Context: an optimization exercise on an open-source flow, tuned for small area. The choices shown serve that exercise and are no tape-out recipe.
Function was checked by simulation only, so behaviour that the tests miss may differ from the original.
Power and IR drop assume default switching activity.

`design/flow/config.mk`:
```
export PLATFORM = sky130hd
export DESIGN_NAME = gioco
export DESIGN_NICKNAME = gioco
export VERILOG_FILES = /design/flow/design.v
export SDC_FILE = /design/flow/constraint.sdc
export NUM_CORES = 4
export LEC_CHECK = 0
export CAP_MARGIN = 20
export CORE_MARGIN = 2
export CORE_UTILIZATION = 40
export SLEW_MARGIN = 20
```
`design/flow/constraint.sdc`:
```
create_clock -name core_clock -period 24.0 [get_ports {i_clk}]
set_input_delay 4.8000 -clock core_clock [delete_from_list [all_inputs] [get_ports {i_clk}]]
set_output_delay 4.8000 -clock core_clock [all_outputs]
set_load 0.01 [all_outputs]
```
`design/flow/design.v`:
```
module flipflop(clk,en,rst,i_xdirpal,i_ydirpal,i_xnav,i_ynav,i_xpal,i_ypal,i_bri1,i_bri2,i_bri3, i_bri4,i_bri5,i_bri6,i_bri7, i_bri8,
				i_bri9, i_bri10,o_bri1,o_bri2,o_bri3, o_bri4,o_bri5,o_bri6,o_bri7, o_bri8, o_bri9, o_bri10,
				i_life, o_life, i_brick, o_brick, i_red1, i_red2, i_red3, i_red4, i_blue5, i_blue6, i_blue7, o_red1,o_red2,o_red3,o_red4,
				o_blue5, o_blue6, o_blue7,o_xdirpal,o_ydirpal,o_xnav,o_ynav,o_xpal,o_ypal
);
input clk,en,rst;
input i_xdirpal, i_ydirpal;
input [9:0] i_xnav,i_ynav,i_xpal,i_ypal;
input i_bri1,i_bri2,i_bri3, i_bri4,i_bri5,i_bri6,i_bri7, i_bri8,i_bri9,i_bri10 ;
output reg [9:0] o_xnav,o_ynav,o_xpal,o_ypal;
output reg  o_xdirpal,o_ydirpal;
output reg o_bri1,o_bri2,o_bri3, o_bri4,o_bri5,o_bri6,o_bri7, o_bri8, o_bri9, o_bri10; 
output reg [1:0] o_life;
output reg [3:0] o_brick;
input [1:0]  i_life;
input [3:0]  i_brick;
input [1:0] i_red1, i_red2, i_red3, i_red4;
input[1:0] i_blue5, i_blue6, i_blue7;
output reg [1:0]  o_red1,o_red2,o_red3,o_red4;
output reg [1:0]   o_blue5, o_blue6, o_blue7;
parameter IX_NAV = 10'd 320;	 
parameter IY_NAV = 10'd 470;
parameter IX_PAL = 10'd 320;	 
parameter IY_PAL = 10'd 450;
parameter VITE = 2'd 3;
parameter BLOCCHI = 4'd 10;
parameter RED = 2'd 3;
parameter BLUE = 2'd 2;
always@(posedge clk)
	if(rst) begin							 
				o_bri1<=1'b1;
				o_bri2<=1'b1;
				o_bri3<=1'b1;
				o_bri4<=1'b1;
				o_bri5<=1'b1;
				o_bri6<=1'b1;
				o_bri7<=1'b1;
				o_bri8<=1'b1;
				o_bri9<=1'b1;
				o_bri10<=1'b1;
				o_xdirpal<=1'b0;
				o_xnav<=IX_NAV;
				o_xpal<=IX_PAL;
				o_ydirpal<=1'b0;
				o_ynav<=IY_NAV;
				o_ypal<=IY_PAL;				
				o_life<=VITE;
				o_brick<=BLOCCHI;
				o_blue5<=BLUE;
				o_blue6<=BLUE;
				o_blue7<=BLUE;
				o_red1<=RED;
				o_red2<=RED;
				o_red3<=RED;
				o_red4<=RED;
			end
	else if(en) begin							 
				o_bri1<=i_bri1;
				o_bri2<=i_bri2;
				o_bri3<=i_bri3;
				o_bri4<=i_bri4;
				o_bri5<=i_bri5;
				o_bri6<=i_bri6;
				o_bri7<=i_bri7;
				o_bri8<=i_bri8;
				o_bri9<=i_bri9;
				o_bri10<=i_bri10;
				o_xdirpal<=i_xdirpal;
				o_xnav<=i_xnav;
				o_xpal<=i_xpal;
				o_ydirpal<=i_ydirpal;
				o_ynav<=i_ynav;
				o_ypal<=i_ypal;
				o_life<=i_life;
				o_brick<=i_brick;
				o_blue5<=i_blue5;
				o_blue6<=i_blue6;
				o_blue7<=i_blue7;
				o_red1<=i_red1;
				o_red2<=i_red2;
				o_red3<=i_red3;
				o_red4<=i_red4;
			end
endmodule
module gioco(
	i_ani_stb,														 
	i_clk,															 
	i_rst,															 
	i_animate,														 
	i_dx, 															 
	i_sx,																 
	i_start,															 
	o_x1_pal, o_x2_pal,											 
	o_y1_pal, o_y2_pal,
	o_x1_nav, o_x2_nav,											 
	o_y1_nav, o_y2_nav,
	bri1,bri2,bri3,bri4,bri5,bri6,bri7,bri8,bri9,bri10, 
	ok, ko,															 
	ff_life															 
);
input i_ani_stb, i_clk, i_rst, i_animate, i_dx, i_sx, i_start;
output [9:0] o_x1_pal, o_x2_pal, o_y1_pal, o_y2_pal, o_x1_nav, o_x2_nav, o_y1_nav, o_y2_nav;
output reg bri1,bri2,bri3,bri4,bri5,bri6,bri7,bri8,bri9,bri10;
output reg ok,ko;												
output [1:0] ff_life;
wire ff_bri1, ff_bri2, ff_bri3, ff_bri4,ff_bri5, ff_bri6, ff_bri7, ff_bri8,ff_bri9, ff_bri10;
wire [9:0] ff_x_nav,ff_y_nav,ff_x_pal,ff_y_pal;	
wire ff_x_dirpal,ff_y_dirpal;							
wire [3:0] ff_brick;
wire [1:0] ff_red1,ff_red2,ff_red3,ff_red4;
wire [1:0] ff_blue5,ff_blue6,ff_blue7;
parameter H_SIZE_BRI = 10'd 32;					 
parameter L_SIZE_BRI = 10'd 10; 					 
parameter H_SIZE_NAV = 10'd 32; 					 
parameter L_SIZE_NAV = 10'd 3;  					 
parameter IX_NAV = 10'd 320;						 
parameter IY_NAV = 10'd 470;						 
parameter D_WIDTH = 10'd 640; 				 	 
parameter D_HEIGHT = 10'd 480;					 
parameter H_SIZE_PAL = 10'd 2;					 
parameter IX_PAL = 10'd 320;						 
parameter IY_PAL = 10'd 460;						 
parameter VITE = 2'd 3;								 
parameter BLOCCHI = 4'd 10;						 
parameter ROSSO = 2'd 3;							 
parameter BLU = 2'd 2;								 
parameter wait1=4'b 0000;							 
parameter s0=4'b 0001;
parameter val=4'b 0010;
parameter win=4'b 0100;
parameter go=4'b 1000;
reg [3:0] snext,sreg;								
reg[9:0] x_nav;										 
reg[9:0] y_nav;										 
reg[9:0] x_pal;										 
reg[9:0] y_pal;										 
reg x_dir_pal;											 
reg y_dir_pal;											 
reg [1:0] life;										
reg [3:0] brick;
reg [1:0] red1,red2,red3,red4;
reg [1:0] blue5,blue6,blue7;
assign o_x1_nav = x_nav - H_SIZE_NAV;   
assign o_x2_nav = x_nav + H_SIZE_NAV;   
assign o_y1_nav = y_nav -L_SIZE_NAV; 	 
assign o_y2_nav = y_nav + L_SIZE_NAV;   
assign o_x1_pal = x_pal - H_SIZE_PAL;	 
assign o_x2_pal = x_pal + H_SIZE_PAL;	 
assign o_y1_pal = y_pal -H_SIZE_PAL;	 
assign o_y2_pal = y_pal + H_SIZE_PAL;	 
flipflop ff(									 
	.clk(i_clk),						
	.en(i_ani_stb),
	.rst(i_rst),
	.i_xdirpal(x_dir_pal),			
	.i_ydirpal(y_dir_pal),
	.i_xnav(x_nav),
	.i_ynav(y_nav),
	.i_xpal(x_pal),
	.i_ypal(y_pal),
	.i_bri1(bri1),
	.i_bri2(bri2),
	.i_bri3(bri3),
	.i_bri4(bri4),
	.i_bri5(bri5),
	.i_bri6(bri6),
	.i_bri7(bri7),
	.i_bri8(bri8),
	.i_bri9(bri9),
	.i_bri10(bri10),
	.i_life(life),
	.i_brick(brick),
	.i_red1(red1),
	.i_red2(red2),
	.i_red3(red3),
	.i_red4(red4),
	.i_blue5(blue5),
	.i_blue6(blue6),
	.i_blue7(blue7),
	.o_xdirpal(ff_x_dirpal),		 
	.o_ydirpal(ff_y_dirpal),
	.o_xnav(ff_x_nav),
	.o_ynav(ff_y_nav),
	.o_xpal(ff_x_pal),
	.o_ypal(ff_y_pal),
	.o_bri1(ff_bri1),
	.o_bri2(ff_bri2),
	.o_bri3(ff_bri3),
	.o_bri4(ff_bri4),
	.o_bri5(ff_bri5),
	.o_bri6(ff_bri6),
	.o_bri7(ff_bri7),
	.o_bri8(ff_bri8),
	.o_bri9(ff_bri9),
	.o_bri10(ff_bri10),
	.o_life(ff_life),
	.o_brick(ff_brick),
	.o_red1(ff_red1),
	.o_red2(ff_red2),
	.o_red3(ff_red3),
	.o_red4(ff_red4),
	.o_blue5(ff_blue5),
	.o_blue6(ff_blue6),
	.o_blue7(ff_blue7)
);
always@(posedge i_clk)				 
		if(i_rst)						 
			sreg<=wait1;
		else if(i_ani_stb) sreg<=snext;
always@(*)								 
		case(sreg)
			wait1:if(!i_start) snext=s0;							 
					else snext=wait1;
			s0:   if(i_animate&&i_ani_stb) snext=val; 		 
					else snext=s0;
			val:															 
				 if(!ff_life)
					snext=go;
				 else if(!ff_brick)
					snext=win;
				 else if(!(i_animate&&i_ani_stb))
						snext=s0;
				 else snext = val;
			win: if(!i_start) snext=wait1;						 
				  else snext=win;
			go:  if(!i_start) snext=wait1;						 
				  else snext=go;
			default: snext=wait1;
		endcase
always@(*)								 
	begin
		x_dir_pal=0;					 
		y_dir_pal=0;
		x_nav=IX_NAV;
		y_nav=IY_NAV;
		x_pal=IX_PAL;
		y_pal=IY_PAL;
		bri1=1;
		bri2=1;
		bri3=1;
		bri4=1;
		bri5=1;
		bri6=1;
		bri7=1;
		bri8=1;
		bri9=1;
		bri10=1;
		life=VITE;
		brick=BLOCCHI;
		ok=0;
		ko=0;
		red1=ROSSO;
		red2=ROSSO;
		red3=ROSSO;
		red4=ROSSO;
		blue5=BLU;
		blue6=BLU;
		blue7=BLU;
		case(sreg)
			wait1:				
				begin
					x_dir_pal=0;		
					y_dir_pal=0;
					x_nav=IX_NAV;
					y_nav=IY_NAV;
					x_pal=IX_PAL;
					y_pal=IY_PAL;
				   bri1=1;
					bri2=1;
					bri3=1;
					bri4=1;
					bri5=1;
					bri6=1;
					bri7=1;
					bri8=1;
					bri9=1;
					bri10=1;
					life=VITE;
					brick=BLOCCHI;
					red1=ROSSO;
					red2=ROSSO;
					red3=ROSSO;
					red4=ROSSO;
					blue5=BLU;
					blue6=BLU;
					blue7=BLU;
				end
		val: 
			begin
				x_dir_pal=ff_x_dirpal;						
				y_dir_pal=ff_y_dirpal;
				x_nav=ff_x_nav;
				y_nav=ff_y_nav;
				x_pal=ff_x_pal;
				y_pal=ff_y_pal;
				bri1=ff_bri1;
				bri2=ff_bri2;
				bri3=ff_bri3;
				bri4=ff_bri4;
				bri5=ff_bri5;
				bri6=ff_bri6;
				bri7=ff_bri7;
				bri8=ff_bri8;
				bri9=ff_bri9;
				bri10=ff_bri10;
				life=ff_life;
				brick=ff_brick;
				red1=ff_red1;
				red2=ff_red2;
				red3=ff_red3;
				red4=ff_red4;
				blue5=ff_blue5;
				blue6=ff_blue6;
				blue7=ff_blue7;
				x_pal = (x_dir_pal) ? x_pal + 10'd 2 : x_pal - 10'd 2;  		
				y_pal = (y_dir_pal) ? y_pal + 10'd 2 : y_pal - 10'd 2;
				if (i_sx==1 && i_dx==0)										 
					begin															 
					x_nav =x_nav+10'd 3;										 
						if (x_nav >= (D_WIDTH-H_SIZE_NAV-12'd 1))		 
							x_nav = (D_WIDTH-H_SIZE_NAV-10'd 1);		 
					end
				else if(i_dx==1 && i_sx ==0)								 
					begin
					x_nav = x_nav - 10'd 3;									 
						if (x_nav <= H_SIZE_NAV+12'd 1)					 
							x_nav = H_SIZE_NAV + 10'd 1;					 
					end
						else 
							x_nav=x_nav;										 
				if((y_pal <= 73)&&(y_pal >= 71))
				begin
					if((x_pal >= 140)&&(x_pal <=202)&&bri1)  
						begin
							y_dir_pal =1;  
							red1=red1-2'd 1;
							if(!red1)
								begin
									brick = brick -4'd 1;
									bri1= 1'd 0;
								end
						end
					if((x_pal >= 232)&&(x_pal <=296)&&bri2)  
						begin
							y_dir_pal =1;  
							red2=red2-2'd 1;
							if(!red2)
								begin
									brick = brick -4'd 1;	
									bri2= 1'd 0;
								end
						end
				if((x_pal >=346)&&(x_pal <=410)&&bri3)  
					begin
						y_dir_pal =1;  
						red3=red3-2'd 1;
						if(!red3)
							begin
								brick = brick -4'd 1;
								bri3= 1'd 0;
							end
					end
				if((x_pal >= 440)&&(x_pal <=504)&&bri4)  
					begin
						y_dir_pal =1;  
						red4=red4-2'd 1;
						if(!red4)
							begin
								brick = brick -4'd 1;
								bri4=1'd 0;
							end
					end
			end
	if((y_pal <= 123)&&(y_pal >= 121))
			begin
			if((x_pal >= 184)&&(x_pal <=248)&&bri5)  
					begin
					y_dir_pal =1;  
					blue5=blue5-2'd 1;
					if(!blue5)
					begin
						brick = brick -4'd 1;	
						bri5= 1'd 0;
					end
					end
				if((x_pal >= 288)&&(x_pal <=352)&&bri6)  
					begin
					y_dir_pal =1;  
					blue6=blue6-2'd 1;
					if(!blue6)
						begin	
							brick = brick -4'd 1;	
							bri6=1'd 0;
						end
					end	
				if((x_pal >= 392)&&(x_pal <=456)&&bri7)  
					begin
					y_dir_pal =1;  
					blue7=blue7-2'd 1;
					if(!blue7)
					begin
					brick = brick -4'd 1;	
					bri7= 1'd 0;
					end
					end
			end
		if((y_pal <= 173)&&(y_pal >= 171))
		begin 	if((x_pal >= 232)&&(x_pal <=296)&&bri8)  
					begin
					y_dir_pal =1;  
					bri8= 1'd 0;
				brick = brick -4'd 1;	
					end
				if((x_pal >= 346)&&(x_pal <=410)&&bri9)  
					begin
					y_dir_pal =1;  
					bri9= 1'd 0;
				brick = brick -4'd 1;	
					end
			end
			if((y_pal <= 203)&&(y_pal >= 201)&&bri10)
			begin
			if((x_pal >= 288)&&(x_pal <=352))  
					begin
					y_dir_pal =1;  
					bri10= 1'd 0;	
					brick = brick -4'd 1;
					end		
			end
			if((y_pal<=70)&&(y_pal>=50))
			begin
			if((x_pal<=205)&&(x_pal>=203)&&bri1)
					begin
						x_dir_pal=1;	 
						red1=red1-2'd 1;
						if(!red1)
						begin
						bri1=1'd 0;	
						brick = brick -4'd 1;
						end
					end
			if((x_pal<=205)&&(x_pal>=203)&&bri2)
					begin
						x_dir_pal=1;	 
						red2=red2-2'd 1;
						if(!red2)
						begin
						bri2=1'd 0;
					brick = brick -4'd 1;	
					end
					end
			if((x_pal<=413)&&(x_pal>=411)&&bri3)
						begin
							x_dir_pal=1;	 
						red3=red3-2'd 1;
					if(!red3)	begin	bri3=1'd 0;	
							brick = brick -4'd 1;
						end
						end
			if((x_pal<=507)&&(x_pal>=505)&&bri4)
						begin
							x_dir_pal=1;	 
							red4=red4-2'd 1;
							if(!red4)
							begin
							bri4=1'd 0;	
							brick = brick -4'd 1;
							end
						end
if((x_pal>=135)&&(x_pal<=137)&&bri1)
						begin
							x_dir_pal=0;	 
							red1=red1-2'd 1;
							if(!red1)
							begin
							bri1=1'd 0;	
							brick = brick -4'd 1;
							end
							end
			if((x_pal>=229)&&(x_pal<=231)&&bri2)
						begin
							x_dir_pal=0;	 
							red2=red2-2'd 1;
							if(!red2)
							begin
							bri2=1'd 0;	
							brick = brick -4'd 1;
							end
						end
			if((x_pal>=343)&&(x_pal<=345)&&bri3)
						begin
							x_dir_pal=0;	 
							red3=red3-2'd 1;
							if(!red3)
							begin
							bri3=1'd 0;	
							brick = brick -4'd 1;
							end
						end
			if((x_pal>=437)&&(x_pal<=439)&&bri4)
						begin
							x_dir_pal=0;	 
							red4=red4-2'd 1;
							if(!red4)
							begin
							bri4=1'd 0;	
							brick = brick -4'd 1;
							end
						end
				end
	if((y_pal<=120)&&(y_pal>=100))	
		begin
		if((x_pal<=251)&&(x_pal>=249)&&bri5)
						begin
							x_dir_pal=1;	 
							blue5=blue5-2'd 1;
							if(!blue5)
							begin 
							bri5=1'd 0;	
							brick = brick -4'd 1;
							end
							end
			if((x_pal<=355)&&(x_pal>=353)&&bri6)	 
						begin
							x_dir_pal=1;	 
							blue6=blue6-2'd 1;
							if(!blue6)
							begin
							bri6=1'd 0;	
							brick = brick -4'd 1;
							end
					end
			if((x_pal<=459)&&(x_pal>=457)&&bri7)	 
						begin
							x_dir_pal=1;	 
							blue7=blue7-2'd 1;
							if(!blue7)
							begin
							bri7=1'd 0;	
							brick = brick -4'd 1;
							end
						end
	if((x_pal>=181)&&(x_pal<=183)&&bri5)
						begin
							x_dir_pal=0;	 
							blue5=blue5-2'd 1;
							if(!blue5)
							begin
							bri5=1'd 0;	
							brick = brick -4'd 1;
							end
						end
			if((x_pal>=285)&&(x_pal<=287)&&bri6)
						begin
							x_dir_pal=0;	 
							blue6=blue6-2'd 1;
							if(!blue6)
							begin
							bri6=1'd 0;	
							brick = brick -4'd 1;
							end
						end	
			if((x_pal>=389)&&(x_pal<=391)&&bri7)
						begin
							x_dir_pal=0;	 
							blue7=blue7-2'd 1;
							if(!blue7)
							begin
							bri7=1'd 0;				
							brick = brick -4'd 1;
							end
						end	
	end
			if((y_pal<=170)&&(y_pal>=150))
			begin
			if((x_pal<=299)&&(x_pal>=297)&&bri8)
						begin
							x_dir_pal=1;	 
							bri8=1'd 0;	
							brick = brick -4'd 1;
						end	
			if((x_pal<=349)&&(x_pal>=347)&&bri9)	 
						begin
							x_dir_pal=1;	 
							bri9=1'd 0;	
							brick = brick -4'd 1;
						end
if((x_pal>=229)&&(x_pal<=231)&&bri8)	 
						begin
							x_dir_pal=0;	 
							bri8=1'd 0;	
							brick = brick -4'd 1;
						end
			if((x_pal>=343)&&(x_pal<=345)&&bri9)	 
						begin
							x_dir_pal=0;	 
							bri9=1'd 0;	
							brick = brick -4'd 1;
						end	
	end
					if((y_pal<=220)&&(y_pal>=200)&&bri10)	 
				begin	
				if((x_pal<=355)&&(x_pal>=353))
				begin
							x_dir_pal=1;	 
							bri10=1'd 0;	
							brick = brick -4'd 1;
						end			
			if((x_pal>=285)&&(x_pal<=287)) 
			begin
							x_dir_pal=0;	 
							bri10=1'd 0;
							brick = brick -4'd 1;	
						end	
			end	
			if((y_pal>=47)&&(y_pal<=49))
		begin	
			if((x_pal >= 138)&&(x_pal <=202)&&bri1)  
					begin
						y_dir_pal = 0;  
						red1=red1-2'd 1;
						if(!red1)
						begin
						bri1 = 1'd 0; 
						brick = brick -4'd 1;
						end
						end
				if((x_pal >= 232)&&(x_pal <=296)&&bri2)  
					begin
						y_dir_pal = 0;  
						red2=red2-2'd 1;
						if(!red2)
						begin
						bri2 =  1'd 0; 
						brick = brick -4'd 1;
						end
					end
				if((x_pal >= 346)&&(x_pal <=410)&&bri3)  
					begin
						y_dir_pal = 0;  
						red3=red3-2'd 1;
						if(!red3)
						begin
						bri3 =  1'd 0;
						brick = brick -4'd 1;	
						end
					end
				if((x_pal >= 440)&&(x_pal <=504)&&bri4)  
					begin
						y_dir_pal = 0;  
						red4=red4-2'd 1;
						if(!red4)
						begin
						bri4 =  1'd 0;
						brick = brick -4'd 1;	
						end
					end	
	end	
		if((y_pal>=97)&&(y_pal<=99))
			begin
			if((x_pal >= 184)&&(x_pal <=248)&&bri5)  
					begin
						y_dir_pal = 0;  
						blue5=blue5-2'd 1;
						if(!blue5)
						begin
						bri5 =  1'd 0;
						brick = brick -4'd 1;	
						end
					end	
				if((x_pal >= 288)&&(x_pal <=352)&&bri6)  
					begin
						y_dir_pal = 0;  
						blue6=blue6-2'd 1;
						if(!blue6)
						begin
						bri6 =  1'd 0; 
						brick = brick -4'd 1;
						end
					end	
				if((x_pal >= 392)&&(x_pal <=456)&&bri7)  
					begin
						y_dir_pal = 0;  
						blue7=blue7-2'd 1;
						if(!blue7)
						begin
						bri7 =  1'd 0; 
						brick = brick -4'd 1;
						end
					end
			end
			if((y_pal>=147)&&(y_pal<=149))
		begin 
			if((x_pal >= 232)&&(x_pal <=296)&&bri8)  
					begin
						y_dir_pal = 0;  
						bri8 =  1'd 0;
						brick = brick -4'd 1;	
					end
				if((x_pal >=346)&&(x_pal <=410)&&bri9)  
					begin
						y_dir_pal = 0;  
						bri9 =  1'd 0;
						brick = brick -4'd 1;	
					end	
			end
			if((y_pal>=197)&&(y_pal<=199))
				if((x_pal >= 288)&&(x_pal <=352)&&bri10)  
					begin
						y_dir_pal = 0;  
						bri10 =  1'd 0;
						brick = brick -4'd 1;	
					end
			if(x_pal <= H_SIZE_PAL+1)					 
				x_dir_pal=1;							 
			if(x_pal >= (D_WIDTH-H_SIZE_PAL-1))			 
				x_dir_pal = 0;							 
			if (y_pal <= H_SIZE_PAL + 1)		 
				y_dir_pal = 1;				 
			if (y_pal>=463)								
				if ((x_pal >= x_nav-H_SIZE_NAV)&&(x_pal <= x_nav + H_SIZE_NAV))	 
					y_dir_pal = 0;							 
				else 
					begin								
						life=life-2'b01;
						x_pal = IX_PAL;
						y_pal = IY_PAL;
						x_nav = IX_NAV;
					end
		end
		s0:
			begin
				x_dir_pal=ff_x_dirpal;						 
				y_dir_pal=ff_y_dirpal;
				x_nav=ff_x_nav;
				y_nav=ff_y_nav;
				x_pal=ff_x_pal;
				y_pal=ff_y_pal;
				bri1=ff_bri1;
				bri2=ff_bri2;
				bri3=ff_bri3;
				bri4=ff_bri4;
				bri5=ff_bri5;
				bri6=ff_bri6;
				bri7=ff_bri7;
				bri8=ff_bri8;
				bri9=ff_bri9;
				bri10=ff_bri10;
				life=ff_life;
				brick=ff_brick;
				red1=ff_red1;
				red2=ff_red2;
				red3=ff_red3;
				red4=ff_red4;
				blue5=ff_blue5;
				blue6=ff_blue6;
				blue7=ff_blue7;
			end
		win:begin
					ok=1;
			 end
		go:begin
					ko=1;
			end
	   default:
			begin
				x_dir_pal=0;
				y_dir_pal=0;
				x_nav=IX_NAV;
				y_nav=IY_NAV;
				x_pal=IX_PAL;
				y_pal=IY_PAL;
				bri1=1;
				bri2=1;
				bri3=1;
				bri4=1;
				bri5=1;
				bri6=1;
				bri7=1;
				bri8=1;
				bri9=1;
				bri10=1;
				life=VITE;
				brick=BLOCCHI;
				ok=0;
				ko=0;
				red1=ROSSO;
				red2=ROSSO;
				red3=ROSSO;
				red4=ROSSO;
				blue5=BLU;
				blue6=BLU;
				blue7=BLU;
			end
		endcase
end			
endmodule
```
`design/flow/run.sh`:
```
#!/bin/bash
# synth_recipe.tcl (not shown) runs the flow's synth.tcl, then flattens the netlist and writes it again
# the make line also repeats each setting of config.mk as NAME=value (left out here)
make -C /OpenROAD-flow-scripts/flow DESIGN_CONFIG=/design/flow/config.mk WORK_HOME=/design/flow/orfs CLKGATE_MAP_FILE= SYNTH_SCRIPT=/design/flow/synth_recipe.tcl finish
```
==> key figures <==
Flow run
  • Max Cap Violations: 0

Global routing
  • Grt ovf: 0
  • First-pass GRT wire length: 81.0 mm
  • Initial antenna violation count: 0
  • Number of global-route vias before repair: 14045
  • GRT Resource Usage Total: 27.9%
  • Largest net degree at the start of global routing: 61

STA
  • Setup ws final: 2280 ps
  • Slew @ Worst Pin: 1230 ps
  • Fmax: about 46 MHz
  • Final hold slack: just under 500 ps
  • Final Hold Viols: 0
  • Final setup vio count: 0
  • Max-slew violations: 0
  • Fin Clk Skew: 11.5 ps
  • Tmin final: 21720 ps
  • RSZ-0062 raised after global routing: no
  • Setup TNS: 0 ps
  • Final period util: 90.5%
  • Rel. slew slack: 17.5%

Finish
  • Finished Layout Cells: 2441
  • Fin nets: about 2100
  • Sequential Area: 1520 sq um
  • Share of layout cells above drive strength 1: 8.96%
  • Final instance area: 15600 sq um
  • Diodes inserted: 0
  • Most frequent cells in the layout: 217 x nand2_1, 190 x nor2_1, 108 x ha_1, 104 x a21oi_1, 98 x clkdlybuf4s50_1
  • Area grow syn2layout: 10.3%
  • Commonest non-fill, non-tap cell in the layout: nand2_1
  • # fillers: between 3000 and 4000
  • Area of the multi-input gates: 11600 sq um

CTS
  • CTS tree: done
  • Clk Tree Root Cell: clkbuf_16
  • Worst skew pair latency: 350 ps
  • Post_cts resized: 0
  • Clk buf depth: 2
  • Num CTS Buffers: 9
  • Hold bufs inserted after CTS: 0
  • # Post-CTS Setup Buffers: 0
  • Clk slew on worst S/H paths: 60 ps
  • H-tree lvl count: 3
  • Clk sinks: 76

Detailed routing
  • DR pass1 iterations: 6
  • Routed WL: ~52 mm
  • Mean routed wirelength per cell: 21.3 um
  • Remaining DRCs: 0
  • Routed length on met2: 22.9 mm
  • Uppermost layer routed: met4
  • Post-DRT Antenna Nets: 0
  • Vias/cell: 6.21
  • Iteration-0 DRC Markers: 1319
  • Routed wl met3: 3.59 mm
  • Routed vias: 15169
  • Wl on met1: roughly 24 mm

Synth
  • Leading area contributor after synthesis: dfxtp_1
  • Syn Area/Cell: 7.23 sq um
  • Post-synth cell types: 148
  • Top_reg_cell synth: dfxtp_1
  • Post-Synthesis Cells: 1959
  • Synth Register Bits: 76
  • Share of the yosys chip area belonging to registers: between 10% and 20%
  • Synth warn: 2
  • Yosys top cell area share: approximately 11%
  • Largest cells by area after synthesis: dfxtp_1 11%, ha_1 9.5%, nand2_1 5.8%
  • Mapped Area: about 14000 sq um
  • Number of flops mapped to enable cells by yosys: 0
  • Async SR Flop Fraction: 0%
  • Syn nets: a little over 2000

Placement
  • Placed cell areas: approximately 15000 sq um
  • Cells after DPL: around 2400
  • DP Worst Slack: 2730 ps
  • Post-detail-place hpwl: 40.7 mm
  • Global placement routability congestion: a little under 1
  • # port buffers: 100

Die
  • Die W: a little under 200 um
  • Io pins: 101
  • # rows: 68
  • Chip height: ~190 um
  • DIE AREA: 36900 sq um
  • Starting Density: approximately two fifths
  • Area of the core: 34700 sq um

Setup path
  • Crit path top cell by count: ha_1
  • Critical path's top delay family: adder cells
  • Crit path buf inv count: 5
  • Worst path max stage delay: 680 ps
  • Worst Path Class, Setup: reg2reg
  • Startpoint types: flop
  • Arr. time, crit path: 21960 ps
  • Crit-path max FO: 17
  • Critical path required time: 24240 ps
  • CP Capture Type: flop
  • Worst path slowest cell: dfxtp_1

Power and ir drop
  • Lkg Pwr: 6.07 nW
  • Power Dens Cells: around 31 nW/um^2
  • Maximum vdd drop: 0.0328 mV

Hold path
  • Hold WC Path Type: reg2reg

Run status
  • Status: timing/DRC/antenna clean
-- synth_stat cells, drive strengths merged, types with 13 or more instances --
cell	instances
a31oi	27
xor2	68
buf	45
clkbuf	63
a22oi	22
a211oi	33
ha	108
or3	19
nand3	78
a21oi	105
nor3	60
o22ai	17
and3	28
or4	15
nor4	27
o211ai	28
nand2	220
or2	17
dfxtp	76
xnor2	102
a211o	13
o31ai	17
and2	41
nand4	32
nor2	191
o21ai	105
nand2b	31
a21boi	15
a21o	20
mux2i	34
inv	103
-- area by class of cell --
| cell class | instances | share of cell area, % |
|---|---|---|
| multi-input cells | 1667 | 74.5 |
| flip-flops and latches | 76 | 9.74 |
| repair buffers | 124 | 7.50 |
| well taps | 455 | 3.65 |
| inverters | 104 | 2.56 |
| clock buffers | 11 | 1.62 |
| clock inverters | 4 | 0.465 |
-- registers in the layout, summed over array words and instances (netlist names), 2 cells and up --
| signal | count |
|---|---|
| ff.o_blue5 | 2 |
| ff.o_blue6 | 2 |
| ff.o_blue7 | 2 |
| ff.o_brick | 4 |
| ff.o_life | 2 |
| ff.o_red1 | 2 |
| ff.o_red2 | 2 |
| ff.o_red3 | 2 |
| ff.o_red4 | 2 |
| ff.o_xnav | 10 |
| ff.o_xpal | 10 |
| ff.o_ynav | 10 |
| ff.o_ypal | 10 |
| sreg | 4 |
-- metrics by stage --
| stage | util, % | power (mW) |
|---|---|---|
| 2_1_floorplan | - | 0.262 |
| 3_3_place_gp | 44.0 | 0.321 |
| 3_5_place_dp | 44.0 | 0.321 |
| 4_1_cts | 45.0 | 0.477 |
| 5_1_grt | 45.0 | 0.500 |
| 6_report | 45.0 | 0.479 |
-- metal layers --
metal,track usage (%),up-vias
met5,0,-
met4,10.9,0
met3,3.47,110
met2,44.2,632
met1,38.3,7225
li1,-,7202
-- worst reg2reg max path: cells and delay by family, from the launching register on --
kind            cells  cell delay (ps)
xor+xnor            2              550
mux                 6             1700
flops               1              680
fa+ha+maj          22             6870
buf+inv             5              740
compound gates     28             6530
simple gates       27             4550
-- power breakdown --
group          leakage [nW]  internal, mW  switching (mW)
registers             0.619         0.129         0.00576
logic                  5.29        0.0660           0.122
clock network         0.158        0.0961          0.0593
-- worst paths after layout --
| check | depth (start not counted) | startpoint | slack [ps] | endpoint |
|---|---|---|---|---|
| worst max-delay path | 90 | ff.o_xpal[1] | 2280 | ff.o_brick[3] |
| worst max register to register | 90 | ff.o_xpal[1] | 2280 | ff.o_brick[3] |
| worst min-delay path | 1 | ff.o_blue5[1] | 500 | ff.o_blue5[1] |
| worst min register to register | 1 | ff.o_blue5[1] | 500 | ff.o_blue5[1] |
-- logic make-up (layout without fill, tap and decap cells) --
| logic type | count (synthesis) | count (layout) | synth area share (%) |
|---|---|---|---|
| AO/OA/AOI/OAI | 516 | 516 | 26.3 |
| buffers and inverters | 216 | 243 | 7.39 |
| multiplexers | 46 | 46 | 3.36 |
| adder cells (fa/ha/maj) | 116 | 116 | 10.3 |
| flip-flops | 76 | 76 | 10.7 |
| XOR/XNOR | 172 | 172 | 12.4 |
| AND/OR/NAND/NOR | 817 | 817 | 29.6 |

static timing again, ports no longer ideal:
The flow's constraints put no driver on any port. The routed layout listed below was extracted and timed again, unchanged, in two steps. Step 1 assumes that a clkbuf_16 drives the clock port and a buf_2 every other input. Step 2 moves the port delays by t, midway between the first and last clock arrival at a register: inputs arrive t later, outputs are due t later. That takes back most of the time a late clock gives input paths. Slacks: no drivers / after step 1 / after step 2; pairs: no drivers / after step 1.
t, ns: 0.387
setup slack, ns: 2.280 / 2.280 / 2.280
hold WS [ns]: 0.497 / 0.497 / 0.497
worst setup path at the end: register to register
slew at the worst register clock pin (ns): 0.07 / 0.07
After both steps setup and hold are still met in this run. For this run, drivers alone change the setup slack by 0.000 ns; drivers and shift together by 0.000 ns.
